What follows belongs to an exercise in optimizing a design on an open flow for small area and a short achievable clock period; a production flow would make more cautious choices.
The RTL was checked by simulation tests, not by an equivalence proof against the original design.
Power is estimated from default activity; no workload was simulated.

==> flow/design.v (outline; a module is shown in full before it is edited, if it fits) <==
// module fpga_top: 996 lines
module fpga_top (clk, rstn, addr, we, dx, dw, dt, out);
  // ...
==> flow/flow/run.sh <==
#!/bin/bash
# The standard layout with three changes:
#  1. after the standard synthesis, invpush.py flips full adders (and xor/xnor
#     gates) to remove most inverters between them (same function, same registers);
#  2. the port buffers are sky130_fd_sc_hd__buf_1;
#  3. timing repair aims at a shorter period (SETUP_SLACK_MARGIN);
#  4. clock tree of clkbuf_8 without dummy loads.
set -euo pipefail
MARGIN=${MARGIN:-7}
bash standard.sh synth > flow_synth.log 2>&1
R=orfs/results/sky130hd/fpga_top/base
cp $R/1_2_yosys.v $R/1_2_yosys.standard.v
python3 flow/invpush.py $R/1_2_yosys.standard.v $R/1_2_yosys.v > flow_invpush.log 2>&1
rm -f $R/1_synth.odb $R/1_synth.sdc
bash standard.sh "BUFFER_PORTS_ARGS=-buffer_cell sky130_fd_sc_hd__buf_1" SETUP_SLACK_MARGIN=$MARGIN "CTS_ARGS=-sink_clustering_enable -repair_clock_nets -dont_use_dummy_load -buf_list sky130_fd_sc_hd__clkbuf_8 -sink_clustering_size 18 -sink_clustering_max_diameter 70" finish > flow_layout.log 2>&1
==> flow/flow/invpush.py <==
#!/usr/bin/env python3
"""Rewrite a mapped Yosys netlist so that fewer inverters sit between full adders.

A full adder is self-dual: FA(~a,~b,~c) = (~sum, ~cout).  So any sky130 fa cell may be
"flipped": it then computes the complement of its old outputs from the complement of its
old inputs.  This script chooses which full adders to flip so that the fewest signals need
an inverter, removes every inverter of the netlist and adds back one inverter per signal
that still needs its complement.  Registers, ports and all other cells are untouched.

usage: invpush.py IN.v OUT.v
"""
import re, sys, random

src = open(sys.argv[1]).read()
inst_re = re.compile(r'^  (sky130_fd_sc_hd__\w+) (\S+)\s*\((.*?)\n  \);\n', re.S | re.M)
pin_re = re.compile(r'\.(\w+)\(([^()]*?)\)')

insts = []
for m in inst_re.finditer(src):
    typ, name, body = m.group(1), m.group(2), m.group(3)
    pins = [(p, n.strip()) for p, n in pin_re.findall(body)]
    insts.append(dict(typ=typ, name=name, pins=pins, span=m.span()))

OUTPINS = {'X', 'Y', 'Q', 'Q_N', 'SUM', 'COUT', 'HI', 'LO'}
def is_inv(t): return re.fullmatch(r'sky130_fd_sc_hd__(clk)?inv_\d+', t) is not None
def is_fa(t): return re.fullmatch(r'sky130_fd_sc_hd__fa_\d+', t) is not None
def is_x(t): return re.fullmatch(r'sky130_fd_sc_hd__x(n)?or2_\d+', t) is not None
def is_flip(t): return is_fa(t) or is_x(t)

# output ports
outports = set()
for m in re.finditer(r'^\s*output\s+(\[[^\]]*\]\s*)?(\w+);', src, re.M):
    outports.add(m.group(2))
def base(n):
    return re.sub(r'\s*\[\d+\]\s*$', '', n).lstrip('\\').strip()

driver = {}
for i, c in enumerate(insts):
    for p, n in c['pins']:
        if p in OUTPINS:
            driver[n] = (i, p)

inv_of = {}  # net driven by an inverter -> its input net
for c in insts:
    if is_inv(c['typ']):
        d = dict(c['pins'])
        inv_of[d['Y']] = d['A']
# an inverter driving a port stays; keep it simple: refuse
for y in inv_of:
    if base(y) in outports:
        sys.exit('inverter drives an output port: ' + y)

def root(n):
    q = 0
    while n in inv_of:
        n = inv_of[n]; q ^= 1
    return n, q

fas = [i for i, c in enumerate(insts) if is_flip(c['typ'])]
faidx = {i: k for k, i in enumerate(fas)}
x = [0] * len(fas)

# loads: (root, q, fa_k or None)
loads = {}
for i, c in enumerate(insts):
    if is_inv(c['typ']):
        continue
    for p, n in c['pins']:
        if p in OUTPINS or n == '' or n.startswith("1'") or n == 'clk':
            continue
        r, q = root(n)
        loads.setdefault(r, []).append((q, faidx.get(i) if is_fa(c['typ']) else None, i, p))
# output port nets driven through inverters: none (checked)

def drvflip(r):
    d = driver.get(r)
    if d is not None and d[0] in faidx:
        return faidx[d[0]]
    return None

roots = list(loads)
rdrv = {r: drvflip(r) for r in roots}
# roots touching each fa
touch = [[] for _ in fas]
for r in roots:
    s = set()
    if rdrv[r] is not None: s.add(rdrv[r])
    for q, k, i, p in loads[r]:
        if k is not None: s.add(k)
    for k in s: touch[k].append(r)

def cost_root(r):
    d = rdrv[r]
    dp = x[d] if d is not None else 0
    for q, k, i, p in loads[r]:
        e = x[k] if k is not None else 0
        if q ^ e ^ dp:
            return 1
    return 0

def total():
    return sum(cost_root(r) for r in roots)

before = sum(1 for c in insts if is_inv(c['typ']))
best = total()
random.seed(1)
import math
cur = best
bestx = list(x)
T = 2.0
n = len(fas)
iters = 400000
for it in range(iters):
    T = 2.0 * (1 - it / iters) + 0.01
    k = random.randrange(n)
    old = sum(cost_root(r) for r in touch[k])
    x[k] ^= 1
    new = sum(cost_root(r) for r in touch[k])
    dlt = new - old
    if dlt <= 0 or random.random() < math.exp(-dlt / T):
        cur += dlt
        if cur < best:
            best = cur; bestx = list(x)
    else:
        x[k] ^= 1
x[:] = bestx
after = total()

# rewrite
out = []
pos = 0
newinv = []
need = {r for r in roots if cost_root(r)}
invnet = {r: f'_invp{j}_' for j, r in enumerate(sorted(need))}
repl = {}
newc = {}
for i, c in enumerate(insts):
    if is_inv(c['typ']):
        repl[i] = ''
        continue
    changed = False
    pins = []
    for p, n in c['pins']:
        if p in OUTPINS or n == '' or n.startswith("1'") or n == 'clk':
            pins.append((p, n)); continue
        r, q = root(n)
        d = rdrv[r]
        dp = x[d] if d is not None else 0
        e = x[faidx[i]] if (i in faidx and is_fa(c['typ'])) else 0
        nn = invnet[r] if (q ^ e ^ dp) else r
        pins.append((p, nn))
    typ = c['typ']
    if is_x(typ) and x[faidx[i]]:
        # xor2 drives X, xnor2 drives Y
        if 'xnor2' in typ:
            typ = typ.replace('xnor2', 'xor2'); pins = [('X' if p == 'Y' else p, n) for p, n in pins]
        else:
            typ = typ.replace('xor2', 'xnor2'); pins = [('Y' if p == 'X' else p, n) for p, n in pins]
    newc[i] = (typ, pins)
# Full adders are symmetric in A, B and CIN, and CIN is their fastest input:
# give each full adder's latest-arriving input to CIN and the earliest to A.
ndrv = {}
for i, (typ, pins) in newc.items():
    for p, n in pins:
        if p in OUTPINS:
            ndrv[n] = (i, p)
for r in need:
    ndrv[invnet[r]] = ('inv', r)
DLY = {'SUM': 0.5, 'COUT': 0.42}
arr = {}
sys.setrecursionlimit(100000)
def arrival(n):
    if n in arr:
        return arr[n]
    arr[n] = 0.0
    d = ndrv.get(n)
    if d is None:
        a = 0.0
    elif d[0] == 'inv':
        a = arrival(d[1]) + 0.06
    else:
        typ, pins = newc[d[0]]
        if re.search(r'__(e?df|sdf|dl)', typ):
            a = 0.0
        else:
            ins = [arrival(m) for p, m in pins if p not in OUTPINS and m and not m.startswith("1'") and m != 'clk']
            a = (max(ins) if ins else 0.0) + DLY.get(d[1], 0.25)
    arr[n] = a
    return a
nswap = 0
for i, (typ, pins) in newc.items():
    if is_fa(typ):
        pd = dict(pins)
        ins = sorted([pd['A'], pd['B'], pd['CIN']], key=arrival)
        if ins != [pd['A'], pd['B'], pd['CIN']]:
            nswap += 1
        pd['A'], pd['B'], pd['CIN'] = ins
        pins = [(p, pd[p]) for p, n in pins]
    body = ',\n'.join(f'    .{p}({n} )' if n.startswith('\\') else f'    .{p}({n})' for p, n in pins)
    repl[i] = f"  {typ} {insts[i]['name']} (\n{body}\n  );\n"
print(f'invpush: {nswap} full adders had their inputs reordered', file=sys.stderr)
for r in sorted(need):
    newinv.append(f"  sky130_fd_sc_hd__inv_1 {invnet[r]}cell (\n    .A({r + ' ' if r.startswith(chr(92)) else r}),\n    .Y({invnet[r]})\n  );\n")
for i, c in enumerate(insts):
    a, b = c['span']
    out.append(src[pos:a]); out.append(repl[i]); pos = b
rest = src[pos:]
k = rest.rfind('endmodule')
rest = rest[:k] + ''.join(newinv) + rest[k:]
out.append(rest)
text = ''.join(out)
# declare the new wires
decl = ''.join(f'  wire {invnet[r]};\n' for r in sorted(need))
text = re.sub(r'(\n  output out;\n  wire out;\n)', lambda m: m.group(1) + decl, text, count=1) if decl else text
assert all(f'wire {invnet[r]};' in text for r in need)
open(sys.argv[2], 'w').write(text)
print(f'invpush: {len(fas)} full adders and xors, {sum(x)} flipped; inverters {before} -> {len(need)}', file=sys.stderr)
==> flow/standard.sh <==
#!/bin/bash
# synth_recipe.tcl (not shown) runs the flow's synth.tcl, then flattens the netlist and writes it again
# the make line also repeats each setting of config.mk as NAME=value (left out here)
make -C /OpenROAD-flow-scripts/flow DESIGN_CONFIG=/design/flow/config.mk WORK_HOME=/design/flow/orfs CLKGATE_MAP_FILE= SYNTH_SCRIPT=/design/flow/synth_recipe.tcl "${@:-finish}"
==> flow/config.mk <==
export PLATFORM = sky130hd
export DESIGN_NAME = fpga_top
export DESIGN_NICKNAME = fpga_top
export VERILOG_FILES = /design/flow/design.v
export SDC_FILE = /design/flow/constraint.sdc
export NUM_CORES = 4
export LEC_CHECK = 0
export CAP_MARGIN = 20
export CORE_MARGIN = 2
export CORE_UTILIZATION = 40
export SLEW_MARGIN = 20
==> flow/constraint.sdc <==
create_clock -name core_clock -period 10.0 [get_ports {clk}]
set_input_delay 2.0000 -clock core_clock [delete_from_list [all_inputs] [get_ports {clk}]]
set_output_delay 2.0000 -clock core_clock [all_outputs]
set_load 0.01 [all_outputs]
==> results_dict.tcl, run 1 <==
set metrics [dict create \
    antenna_found_initial 13 \
    drt_iter0_drc 902 \
    postSynthCellCount 1367 \
    cts_resized 20 \
    grtUsageMet2 0.3806 \
    switchingPower_mw 3.193 \
    hold_depth 0 \
    ys_warn_count 1 \
    m1WireLength_um 24220 \
    crit_family "flip-flops" \
    dp_hpwl_um 47980 \
    seq_area_mm2 0.01026 \
    multi_input_comb_cells 884 \
    status "no timing/DRC/antenna violations" \
    critPathCapture "out" \
    finalNonFillerCells 2602 \
    worst-path-max-fanout 1 \
    wl_um 59810 \
    num_antenna_cells 6 \
    endpoint_kind "output port" \
    maxCapViolCount 0 \
    crit_chain "buf_6" \
    die_area_mm2 0.05314 \
    p_per_area_mw_per_mm2 328.4 \
    setup-violations-final 0 \
    drc 0 \
    grt_use_met3 0.05694 \
    n_fill_cell 4524 \
    fin_hold_ws_ns 0.3443 \
    clock_buffers 29 \
    mostFrequentLayoutCell "buf_1" \
    fin_util 0.4771 \
    p_sw_frac 0.3997 \
    path_buf_inv 1 \
    setup.worst_path.start "outr$_SDFF_PP0_" \
    clock_skew_ns 0.09397 \
    finalCritPeriodShare 0.3119 \
    combinationalPowerShare 0.586 \
    cts_buffers 29 \
    cts-root-buf "clkbuf_8" \
    drive_gt1_frac 0.08716 \
    dr_wl_met2_um 29840 \
]
==> run 2, diff against run 1 <==
--- a/flow/flow/run.sh
+++ b/flow/flow/run.sh
@@ -12,4 +12,4 @@
 cp $R/1_2_yosys.v $R/1_2_yosys.standard.v
 python3 flow/invpush.py $R/1_2_yosys.standard.v $R/1_2_yosys.v > flow_invpush.log 2>&1
 rm -f $R/1_synth.odb $R/1_synth.sdc
-bash standard.sh "BUFFER_PORTS_ARGS=-buffer_cell sky130_fd_sc_hd__buf_1" SETUP_SLACK_MARGIN=$MARGIN "CTS_ARGS=-sink_clustering_enable -repair_clock_nets -dont_use_dummy_load -buf_list sky130_fd_sc_hd__clkbuf_8 -sink_clustering_size 18 -sink_clustering_max_diameter 70" finish > flow_layout.log 2>&1
+bash standard.sh "BUFFER_PORTS_ARGS=-buffer_cell sky130_fd_sc_hd__buf_1" SETUP_SLACK_MARGIN=$MARGIN "CTS_ARGS=-sink_clustering_enable -repair_clock_nets -dont_use_dummy_load -buf_list sky130_fd_sc_hd__clkbuf_8 -sink_clustering_size 18 -sink_clustering_max_diameter 70 -root_buf sky130_fd_sc_hd__clkbuf_16" finish > flow_layout.log 2>&1
==> results_dict.tcl, run 2 <==
set metrics [dict create \
    status "no timing/DRC/antenna violations" \
    cts_buffers 29 \
    grtUsageMet2 0.3815 \
    cp.arrival_ns 3.46 \
    postSynthCellCount 1367 \
    fin_ws_ns 6.967 \
    cts_tree "built" \
    busiest_layer "met2" \
    synthToLayoutAreaGrowth_pct 18.96 \
    vdd_drop_max_uv 468.7 \
    gp_congestion 0.9298 \
    rows 83 \
    drc 0 \
    dr.pass1.iters 5 \
    largest_reg_flops 128 \
    pre_cts_slack_ns 6.117 \
    rsz0062_at_grt "true" \
    overflow 0 \
    syn_nets 2176 \
    nets 2728 \
    syn_avg_cell_area_um2 15.01 \
    maxCapViolCount 0 \
    grt_pass1_wl_um 86690 \
    endpoint_kind "flop" \
    ys_warn_count 1 \
    cpMaxStageDelayCell "fa_2" \
    die_h_um 230.5 \
    mostFrequentLayoutCell "buf_1" \
    setup-violations-final 0 \
    insertion_delay_ns 0.57 \
    max_freq_mhz 329.8 \
    grt_start_max_net_pins 56 \
    hold_violations 0 \
    netlist_area_mm2 0.02052 \
    top_regs "tmem x128, p1 x115, pmem x72" \
    final_cell_mix "526 x buf_1, 224 x xor2_1, 208 x edfxtp_1, 208 x fa_1, 192 x dfxtp_1" \
    crit_chain "buf_1, xor2_2, fa_2, fa_1" \
    initial_core_util 0.4025 \
    htree_levels 1 \
    wl_um 59740 \
    cts-root-buf "clkbuf_16" \
    finalSetupTns_ns 0 \
    portBuffers 534 \
    clk_pin_slew_worst_paths_ns 0.11 \
    hp-class "reg2reg" \
    power_leakage_nw 8.747 \
    clock_skew_ns 0.06805 \
    gr-usage-all-layers 0.2243 \
    grt_use_met3 0.05595 \
    path_buf_inv 1 \
    antenna_found_initial 13 \
    dp_hpwl_um 47980 \
    die_x_um 230.5 \
    dr_total_vias 12820 \
    cp_data_required_time_ns 10.42 \
    slew_headroom 0.2687 \
    die_area_mm2 0.05314 \
    via_per_inst 4.927 \
    period_minus_slack_ns 3.033 \
    p_per_area_mw_per_mm2 328.5 \
    multi_input_area_mm2 0.01039 \
    drive_gt1_frac 0.09285 \
    worst-path-max-fanout 1 \
    worstMarginPinSlew_ns 1.093 \
    cts_buffer_depth 3 \
    drt_iter0_drc 974 \
    cts.sinks 408 \
    seq_area_mm2 0.01026 \
    max_stage_delay_ns 0.73 \
    start_kind "input pin" \
    use_met1 0.2896 \
    crit_family "adder cells" \
    n_fill_cell 4506 \
    antenna_left 0 \
    top_register "tmem" \
    slew_viol_final 0 \
    core-area_mm2 0.05099 \
    post_drt_wl_per_cell_um 22.96 \
    finalCritPeriodShare 0.3033 \
    path_class "in2reg" \
    grt_pass1_vias 13990 \
    io_pins 535 \
]
-- run 2: cell type report --
cell class	instances	share of cell area
repair buffers	556	0.09486
inverters	40	0.006252
clock buffers	29	0.01773
diodes	5	0.0005125
well taps	680	0.03485
flip-flops and latches	408	0.4204
multi-input cells	884	0.4254
-- run 2: per-layer routing --
layer	vias to the layer above	wire (um)
met5	-	98
met4	16	1413
li1	5769	-
met1	6475	24000
met2	464	29760
met3	95	4472
-- run 2: timing repair --
item,in CTS,in global routing
hold endpoints to repair,0,0
hold buffers,0,0
pin swaps,7,22
gates resized for setup,26,41
setup buffers,8,5
endpoints found under the setup margin,136,86
-- run 2: power breakdown --
group	leakage, nW	switching (mW)	internal [mW]
combinational	4.95	2.45	2.23
clock	0.224	0.500	0.288
sequential	3.57	0.246	2.31
-- run 2: path summary, 6_finish.rpt --
path	start	slack (ns)	to	cells after the start
max reg2reg	p1[60]$_DFF_P_	7.06	p2[5]$_DFF_P_	5
min	wa1[0]$_DFF_P_	0.35	wa2[0]$_DFF_P_	0
max	dw[243]	6.97	p1[27]$_DFF_P_	4
min reg2reg	wa1[0]$_DFF_P_	0.35	wa2[0]$_DFF_P_	0
-- run 2: worst reg2reg max path, cell delays in order (launching register included) --
cell	delay (ns)
dfxtp_1	0.36
fa_2	0.51
fa_1	0.48
fa_1	0.48
fa_1	0.51
fa_1	0.48
-- run 2: stage by stage --
stage               utilization  cells  power (mW)  hold WS, ns  area [um2]
CTS                      0.4742   2592       8.180       0.3492       24180
finish                   0.4788   2602       8.021       0.3464       24410
global route             0.4787   2599       8.859       0.3591       24410
detailed placement       0.4621   2555       7.308       0.3240       23560
floorplan                     -   1367       5.703       0.3096       20840
global placement         0.4620   2555       7.160       0.3277       23560
==> run 3, diff against run 2 <==
--- a/flow/flow/run.sh
+++ b/flow/flow/run.sh
@@ -12,4 +12,4 @@
 cp $R/1_2_yosys.v $R/1_2_yosys.standard.v
 python3 flow/invpush.py $R/1_2_yosys.standard.v $R/1_2_yosys.v > flow_invpush.log 2>&1
 rm -f $R/1_synth.odb $R/1_synth.sdc
-bash standard.sh "BUFFER_PORTS_ARGS=-buffer_cell sky130_fd_sc_hd__buf_1" SETUP_SLACK_MARGIN=$MARGIN "CTS_ARGS=-sink_clustering_enable -repair_clock_nets -dont_use_dummy_load -buf_list sky130_fd_sc_hd__clkbuf_8 -sink_clustering_size 18 -sink_clustering_max_diameter 70 -root_buf sky130_fd_sc_hd__clkbuf_16" finish > flow_layout.log 2>&1
+bash standard.sh "BUFFER_PORTS_ARGS=-buffer_cell sky130_fd_sc_hd__buf_1" SETUP_SLACK_MARGIN=$MARGIN "CTS_ARGS=-sink_clustering_enable -repair_clock_nets -dont_use_dummy_load -buf_list sky130_fd_sc_hd__clkbuf_8 -sink_clustering_size 12 -sink_clustering_max_diameter 50" finish > flow_layout.log 2>&1
--- a/flow/config.mk
+++ b/flow/config.mk
@@ -7,5 +7,5 @@
 export LEC_CHECK = 0
 export CAP_MARGIN = 20
 export CORE_MARGIN = 2
-export CORE_UTILIZATION = 40
+export CORE_UTILIZATION = 55
 export SLEW_MARGIN = 20
==> results_dict.tcl, run 3 <==
set metrics [dict create \
    status "no timing/DRC/antenna violations" \
    endpoint_kind "flop" \
    slew_headroom 0.2787 \
    grt_start_max_net_pins 37 \
    insertion_delay_ns 0.57 \
    worst_r2r_startpoint "p1[53]$_DFF_P_" \
    hp-class "reg2reg" \
    grt_pass1_wl_um 90480 \
    r2r_cells 5 \
    drt_iter0_drc 1121 \
    start_kind "input pin" \
    slew_viol_final 0 \
    htree_levels 2 \
    cts_hold_buf 0 \
    top_regs "tmem x128, p1 x115, pmem x72" \
    p_per_area_mw_per_mm2 335.0 \
    clock_skew_ns 0.04318 \
    period_minus_slack_ns 3.023 \
    nets 2739 \
    finalSetupTns_ns 0 \
    rr_endpoint "p2[5]$_DFF_P_" \
    dr.pass1.iters 8 \
    grt_pass1_vias 13910 \
    cts-root-buf "clkbuf_8" \
    setup-violations-final 0 \
    pre_cts_slack_ns 6.080 \
    overflow 0 \
    die_x_um 197.2 \
    largest_reg_flops 128 \
    gr-usage-all-layers 0.3359 \
    dr_total_vias 13080 \
    post_drt_wl_per_cell_um 26.55 \
    maxCapViolCount 0 \
    worstMarginPinSlew_ns 1.078 \
    cp_data_required_time_ns 10.42 \
    via_per_inst 5.437 \
    syn_avg_cell_area_um2 15.01 \
    io_pins 535 \
    initial_core_util 0.5593 \
    die_h_um 197.2 \
    wl_um 63890 \
    hold_end "wa2[1]$_DFF_P_" \
    mostFrequentLayoutCell "buf_1" \
    clk_pin_slew_worst_paths_ns 0.08 \
    netlist_area_mm2 0.02052 \
    max_freq_mhz 330.8 \
    fin_hold_ws_ns 0.3109 \
    cts_tree "built" \
    top_register "tmem" \
    syn_nets 2176 \
    finalInstanceArea_mm2 0.02436 \
    finalCritPeriodShare 0.3023 \
    hold_depth 0 \
    final_cell_mix "508 x buf_1, 217 x xor2_1, 211 x fa_1, 208 x edfxtp_1, 189 x dfxtp_1" \
    postSynthCellCount 1367 \
    cp.arrival_ns 3.45 \
    worst-path-max-fanout 1 \
    dp_hpwl_um 52560 \
    r2r_slack_ns 7.04 \
    antenna_left 0 \
    core-area_mm2 0.03670 \
    fin_ws_ns 6.977 \
    placed_area_mm2 0.02329 \
    drive_gt1_frac 0.1079 \
    min_from "wa1[1]$_DFF_P_" \
    cts_buffers 42 \
    n_fill_cell 2724 \
    vdd_drop_max_uv 373.6 \
    drc 0 \
    rows 70 \
    portBuffers 534 \
    cts.sinks 408 \
    hold_violations 0 \
    antenna_found_initial 18 \
    gp_congestion 0.9812 \
    fin_util 0.6637 \
    setup.worst_path.start "dw[238]" \
    power_leakage_nw 8.879 \
    ys_warn_count 1 \
    cts_buffer_depth 3 \
    path_class "in2reg" \
    die_area_mm2 0.03888 \
    rsz0062_at_grt "true" \
    synthToLayoutAreaGrowth_pct 18.67 \
]
## run 3: critical path: stages
cell    delay, ns
buf_1        0.27
xor2_1       0.23
fa_1         0.47
fa_1         0.48
## run 3: worst max path at each step
stage	endpoint	slack, ns
finish	p1[26]$_DFF_P_	6.98
global route	out	6.95
CTS	tmem[5][10]$_DFFE_PP_	6.70
detailed placement	tmem[3][11]$_DFFE_PP_	6.08
global placement	tmem[3][11]$_DFFE_PP_	6.13
floorplan	p1[0]$_DFF_P_	6.75
## run 3: what timing repair did
item	in CTS	in global routing
pin swaps	8	22
endpoints found under the setup margin	130	87
endpoints found under the hold margin	0	0
resized for setup	46	43
setup buffers	7	4
## run 3: final cells by class
| class | count | area, um2 | area share |
|---|---|---|---|
| Inverter | 40 | 152.6 | 0.006267 |
| Timing Repair Buffer | 554 | 2308 | 0.09478 |
| Tap cell | 468 | 585.6 | 0.02404 |
| Sequential cell | 408 | 10270 | 0.4217 |
| Antenna cell | 10 | 25.02 | 0.001027 |
| Clock buffer | 42 | 578.1 | 0.02373 |
| Multi-Input combinational cell | 884 | 10440 | 0.4284 |
## run 3: through the flow
stage	power (mW)	cells
CTS	8.236	2392
floorplan	5.703	1367
global route	8.964	2402
finish	8.160	2406
global placement	7.055	2343
detailed placement	7.289	2343
## run 3: layer usage
metal	track usage	vias to the layer above	part of all wire
met3	0.06590	79	0.082
met4	0.07686	4	0.023
li1	-	5796	-
met5	0	-	0.00045
met1	0.4647	6629	0.40
met2	0.5565	574	0.49
## run 3: power by group
group | total, mW | switching (mW) | internal, mW
logic | 4.72 | 2.46 | 2.26
clock network | 0.886 | 0.511 | 0.374
registers | 2.55 | 0.246 | 2.31
==> run 4, diff against run 3 <==
--- a/flow/config.mk
+++ b/flow/config.mk
@@ -7,5 +7,5 @@
 export LEC_CHECK = 0
 export CAP_MARGIN = 20
 export CORE_MARGIN = 2
-export CORE_UTILIZATION = 55
+export CORE_UTILIZATION = 40
 export SLEW_MARGIN = 20
==> results_dict.tcl, run 4 <==
set metrics [dict create \
    status "no timing/DRC/antenna violations" \
    crit_chain "buf_6" \
    die_h_um 230.5 \
    finalNonFillerCells 2615 \
    maxCapViolCount 0 \
    setup-violations-final 0 \
    antenna_left 0 \
    placed_cells 2555 \
    final_cell_mix "529 x buf_1, 228 x xor2_1, 208 x edfxtp_1, 208 x fa_1, 195 x dfxtp_1" \
    dr_total_vias 12920 \
    max_stage_delay_ns 0.33 \
    path_buf_inv 1 \
    slew_headroom 0.2578 \
    cts_hold_buf 0 \
    fin_hold_ws_ns 0.3441 \
    portBuffers 534 \
    netlist_area_mm2 0.02052 \
    cts_buffer_depth 3 \
    period_minus_slack_ns 3.041 \
    wl_um 60020 \
    mostFrequentLayoutCell "buf_1" \
    syn_nets 2176 \
    finalSetupTns_ns 0 \
    r2r_cells 5 \
    die_area_mm2 0.05314 \
    cts_tree "built" \
    slew_viol_final 0 \
    endpoint_kind "output port" \
    top_register "tmem" \
    drt_iter0_drc 926 \
    p_per_area_mw_per_mm2 332.6 \
    grt_pass1_wl_um 87000 \
    htree_levels 2 \
    worstMarginPinSlew_ns 1.109 \
    via_per_inst 4.939 \
    top_regs "tmem x128, p1 x115, pmem x72" \
    finalCritPeriodShare 0.3041 \
    cts.sinks 408 \
    grt_pass1_vias 14080 \
    cpMaxStageDelayCell "dfxtp_2" \
    hold_depth 0 \
    drc 0 \
    syn_avg_cell_area_um2 15.01 \
    drive_gt1_frac 0.09326 \
    vdd_drop_max_uv 471.9 \
    placed_area_mm2 0.02356 \
    insertion_delay_ns 0.62 \
    antenna_found_initial 13 \
    finalInstanceArea_mm2 0.02451 \
    crit_family "flip-flops" \
    synthToLayoutAreaGrowth_pct 19.42 \
    io_pins 535 \
    die_x_um 230.5 \
    clk_pin_slew_worst_paths_ns 0.08 \
    cp.arrival_ns 1.04 \
    power_leakage_nw 8.809 \
    clock_skew_ns 0.06813 \
    rsz0062_at_grt "true" \
    hold_violations 0 \
    postSynthCellCount 1367 \
    hp-class "reg2reg" \
    dr.pass1.iters 5 \
    r2r_slack_ns 7.05 \
    start_kind "flop" \
    gp_congestion 0.9298 \
    nets 2741 \
    cp.depth 1 \
    rows 83 \
    max_freq_mhz 328.8 \
    core-area_mm2 0.05099 \
    largest_reg_flops 128 \
    post_drt_wl_per_cell_um 22.95 \
    gr-usage-all-layers 0.2264 \
    cts_buffers 44 \
    overflow 0 \
    dp_hpwl_um 47980 \
    cp_data_required_time_ns 8.00 \
    ys_warn_count 1 \
    worst-path-max-fanout 1 \
    initial_core_util 0.4025 \
    path_class "reg2out" \
    grt_start_max_net_pins 56 \
    cts-root-buf "clkbuf_8" \
    n_fill_cell 4506 \
]
## run 4: cell count changes in the layout (fill, tap and decap cells not counted), moves of 6 or more
cell      previous run  this run
xor2_2              39        29
dfxtp_1            189       195
buf_1              508       529
clkbuf_2            11         2
buf_2               14         2
xor2_1             217       228
## run 4: path summary, 6_finish.rpt
check / startpoint / to
setup / recovery: outr$_SDFF_PP0_ / out
setup reg to reg: p1[51]$_DFF_P_ / p2[5]$_DFF_P_
hold reg to reg: wa1[0]$_DFF_P_ / wa2[0]$_DFF_P_
hold / removal: wa1[0]$_DFF_P_ / wa2[0]$_DFF_P_
## run 4: per-layer routing
metal	part of all wire	vias up	GRT usage
met2	0.50	487	0.3812
met5	0.0017	-	0
met4	0.025	16	0.06371
met1	0.41	6496	0.2944
li1	-	5806	-
met3	0.069	110	0.05114
## run 4: cell type report
class | count | area, um2 | area share
clock buffers | 44 | 605.6 | 0.02471
repair buffers | 554 | 2277 | 0.09291
flip-flops and latches | 408 | 10260 | 0.4186
inverters | 40 | 152.6 | 0.006228
well taps | 680 | 850.8 | 0.03472
diodes | 5 | 12.51 | 0.0005105
multi-input cells | 884 | 10350 | 0.4224
## run 4: power breakdown
part	internal (mW)	switching, mW
logic	2.23	2.45
clock network	0.391	0.531
registers	2.31	0.248
total	4.92	3.23
## run 4: timing repair
| action | in CTS | in global routing |
|---|---|---|
| gates resized for setup | 26 | 27 |
| pin swaps | 6 | 15 |
| endpoints found under the setup margin | 103 | 112 |
| setup buffers | 5 | 6 |
## run 4: metrics by stage
| step | total power [mW] | setup slack [ns] | util |
|---|---|---|---|
| after global routing | 8.994 | 6.902 | 0.4805 |
| after CTS | 8.335 | 6.765 | 0.4764 |
| after global placement | 7.160 | 6.177 | 0.4620 |
| after floorplan | 5.703 | 6.747 | - |
| final | 8.151 | 6.959 | 0.4807 |
| after detailed placement | 7.308 | 6.117 | 0.4621 |
==> run 5, diff against run 4 <==
--- a/flow/flow/run.sh
+++ b/flow/flow/run.sh
@@ -6,7 +6,7 @@
 #  3. timing repair aims at a shorter period (SETUP_SLACK_MARGIN);
 #  4. clock tree of clkbuf_8 without dummy loads.
 set -euo pipefail
-MARGIN=${MARGIN:-7}
+MARGIN=${MARGIN:-6.9}
 bash standard.sh synth > flow_synth.log 2>&1
 R=orfs/results/sky130hd/fpga_top/base
 cp $R/1_2_yosys.v $R/1_2_yosys.standard.v
==> results_dict.tcl, run 5 <==
set metrics [dict create \
    status "no timing/DRC/antenna violations" \
    rsz0062_at_grt "true" \
    nets 2739 \
    p_sw_frac 0.3970 \
    rows 83 \
    period_minus_slack_ns 3.098 \
    mostFrequentLayoutCell "buf_1" \
    fin_hold_ws_ns 0.2996 \
    grt_pass1_wl_um 85420 \
    cts_hold_buf 0 \
    combinationalPowerShare 0.575 \
    htree_levels 2 \
    clkPwrFrac 0.116 \
    endpoint_kind "flop" \
    worst-path-max-fanout 1 \
    cts_buffer_depth 3 \
    placed_area_mm2 0.02424 \
    dr_total_vias 12730 \
    r2r_slack_ns 6.99 \
    cts.sinks 408 \
    slew_headroom 0.2532 \
    ys_warn_count 1 \
    insertion_delay_ns 0.64 \
    multi_input_area_mm2 0.01098 \
    gp_congestion 0.8969 \
    r2r_cells 5 \
    clock_skew_ns 0.09225 \
    maxCapViolCount 0 \
    cts_buffers 46 \
    hold_depth 0 \
    netlist_area_mm2 0.02052 \
    hold_violations 0 \
    fin_util 0.4911 \
    top_regs "tmem x128, p1 x115, pmem x72" \
    final_cell_mix "531 x buf_1, 208 x edfxtp_1, 201 x xor2_1, 196 x dfxtp_1, 157 x fa_1" \
    dp_hpwl_um 47800 \
    slew_viol_final 0 \
    worst_r2r_startpoint "p1[77]$_DFF_P_" \
    path_class "in2reg" \
    hp-class "reg2reg" \
    syn_nets 2176 \
    setup-violations-final 0 \
    synthToLayoutAreaGrowth_pct 22.02 \
    vdd_drop_max_uv 465.3 \
    hold_end "wv2$_DFF_P_" \
    worstMarginPinSlew_ns 1.116 \
    cts-root-buf "clkbuf_8" \
    p_seq_frac 0.310 \
    seq_area_mm2 0.01026 \
    die_x_um 230.5 \
    placed_cells 2556 \
    die_area_mm2 0.05314 \
    min_from "wv1$_DFF_P_" \
    p_per_area_mw_per_mm2 326.8 \
    largest_reg_flops 128 \
    antenna_found_initial 10 \
    switchingPower_mw 3.249 \
    wl_um 58700 \
    post_drt_wl_per_cell_um 22.47 \
    antenna_left 0 \
    initial_core_util 0.4025 \
    start_kind "input pin" \
    io_pins 535 \
    drive_gt1_frac 0.1291 \
    cp_data_required_time_ns 10.48 \
    grt_start_max_net_pins 56 \
    die_h_um 230.5 \
    gr-usage-all-layers 0.2212 \
    drc 0 \
    power_leakage_nw 8.814 \
    max_freq_mhz 322.8 \
    syn_avg_cell_area_um2 15.01 \
    postSynthCellCount 1367 \
    portBuffers 534 \
    drt_iter0_drc 606 \
    cts_tree "built" \
    finalInstanceArea_mm2 0.02504 \
    overflow 0 \
    finalCritPeriodShare 0.3098 \
    p_int_mw 4.935 \
    core-area_mm2 0.05099 \
    grt_pass1_vias 13950 \
    n_fill_cell 4510 \
    clk_pin_slew_worst_paths_ns 0.08 \
    rr_endpoint "p2[5]$_DFF_P_" \
    top_register "tmem" \
    cp.arrival_ns 3.58 \
    finalNonFillerCells 2613 \
    dr.pass1.iters 5 \
    finalSetupTns_ns 0 \
    via_per_inst 4.871 \
]
-- run 5: power by group through the flow --
stage,combinational (mW),clock (mW),sequential (mW)
floorplan,3.25,0,2.49
global placement,4.64,0,2.57
detailed placement,4.79,0,2.57
CTS,4.85,0.982,2.54
global route,5.47,1.04,2.58
finish,4.70,0.947,2.54
-- run 5: final cells by class --
class	instances	area share
inverter	40	0.005995
sequential	408	0.4097
clock buffer	46	0.02528
multi-input combinational	884	0.4383
tap	680	0.03397
antenna	5	0.0004996
timing repair buffer	550	0.08624
-- run 5: metrics by stage --
step	power, mW	setup WS, ns
floorplan	5.740	6.692
global placement	7.211	6.199
detailed placement	7.361	6.103
CTS	8.370	6.748
global route	9.088	6.879
finish	8.184	6.902
-- run 5: what timing repair did --
item                                    4_1_cts  5_1_grt
endpoints found under the setup margin       90       75
resized for setup                            13       14
setup buffers                                 0        6
pin swaps                                     0        5
-- run 5: per-layer routing --
layer | up-vias | part of all wire | global-route usage
li1 | 5771 | - | -
met1 | 6471 | 0.40 | 0.2809
met2 | 411 | 0.52 | 0.3887
met3 | 66 | 0.063 | 0.04348
met4 | 10 | 0.019 | 0.05484
met5 | - | 0.0011 | 0
-- run 5: how the worst max path moves through the flow --
stage	depth (start not counted)	slack (ns)	from	to
finish	4	6.90	dw[243]	p1[27]$_DFF_P_
floorplan	3	6.69	addr[2]	tmem[1][0]$_DFFE_PP_
CTS	3	6.75	addr[0]	tmem[1][10]$_DFFE_PP_
global route	1	6.88	outr$_SDFF_PP0_	out
detailed placement	3	6.10	addr[0]	tmem[1][10]$_DFFE_PP_
global placement	3	6.20	addr[0]	tmem[1][10]$_DFFE_PP_
-- run 5: critical path: stages --
cell and delay, ns:
buf_1 0.10, xor2_2 0.19, fa_1 0.79, fa_2 0.50

port drivers added, routing unchanged:
Ports are ideal in the flow. The routed layouts listed here were re-timed in OpenROAD.
Step 1: set_driving_cell puts a clkbuf_16 on clk and a buf_2 on each other input, an assumption about the parent block.
Step 2 also shifts input and output timing later by t, the mid clock arrival at the registers, as if the neighbouring blocks saw the same clock.
Slacks: ideal / step 1 / step 2; pairs: ideal / step 1.
| run | shift t [ns] | slack for setup (ns) | hold slack, ns | worst setup path at the end |
|---|---|---|---|---|
| run 1 | 0.654 | 6.881 / 6.843 / 6.396 | 0.344 / 0.344 / 0.344 | input to register |
| run 2 | 0.577 | 6.967 / 6.937 / 6.414 | 0.346 / 0.346 / 0.346 | input to register |
| run 3 | 0.595 | 6.977 / 6.934 / 6.389 | 0.311 / 0.311 / 0.311 | input to register |
| run 4 | 0.623 | 6.959 / 6.918 / 6.361 | 0.344 / 0.344 / 0.344 | input to register |
| run 5 | 0.633 | 6.902 / 6.876 / 6.278 | 0.300 / 0.300 / 0.300 | input to register |
After both steps setup and hold are still met in every run listed. The setup slack of run 5, which loses most, moves by -0.026 ns with the drivers and by -0.624 ns with both steps.
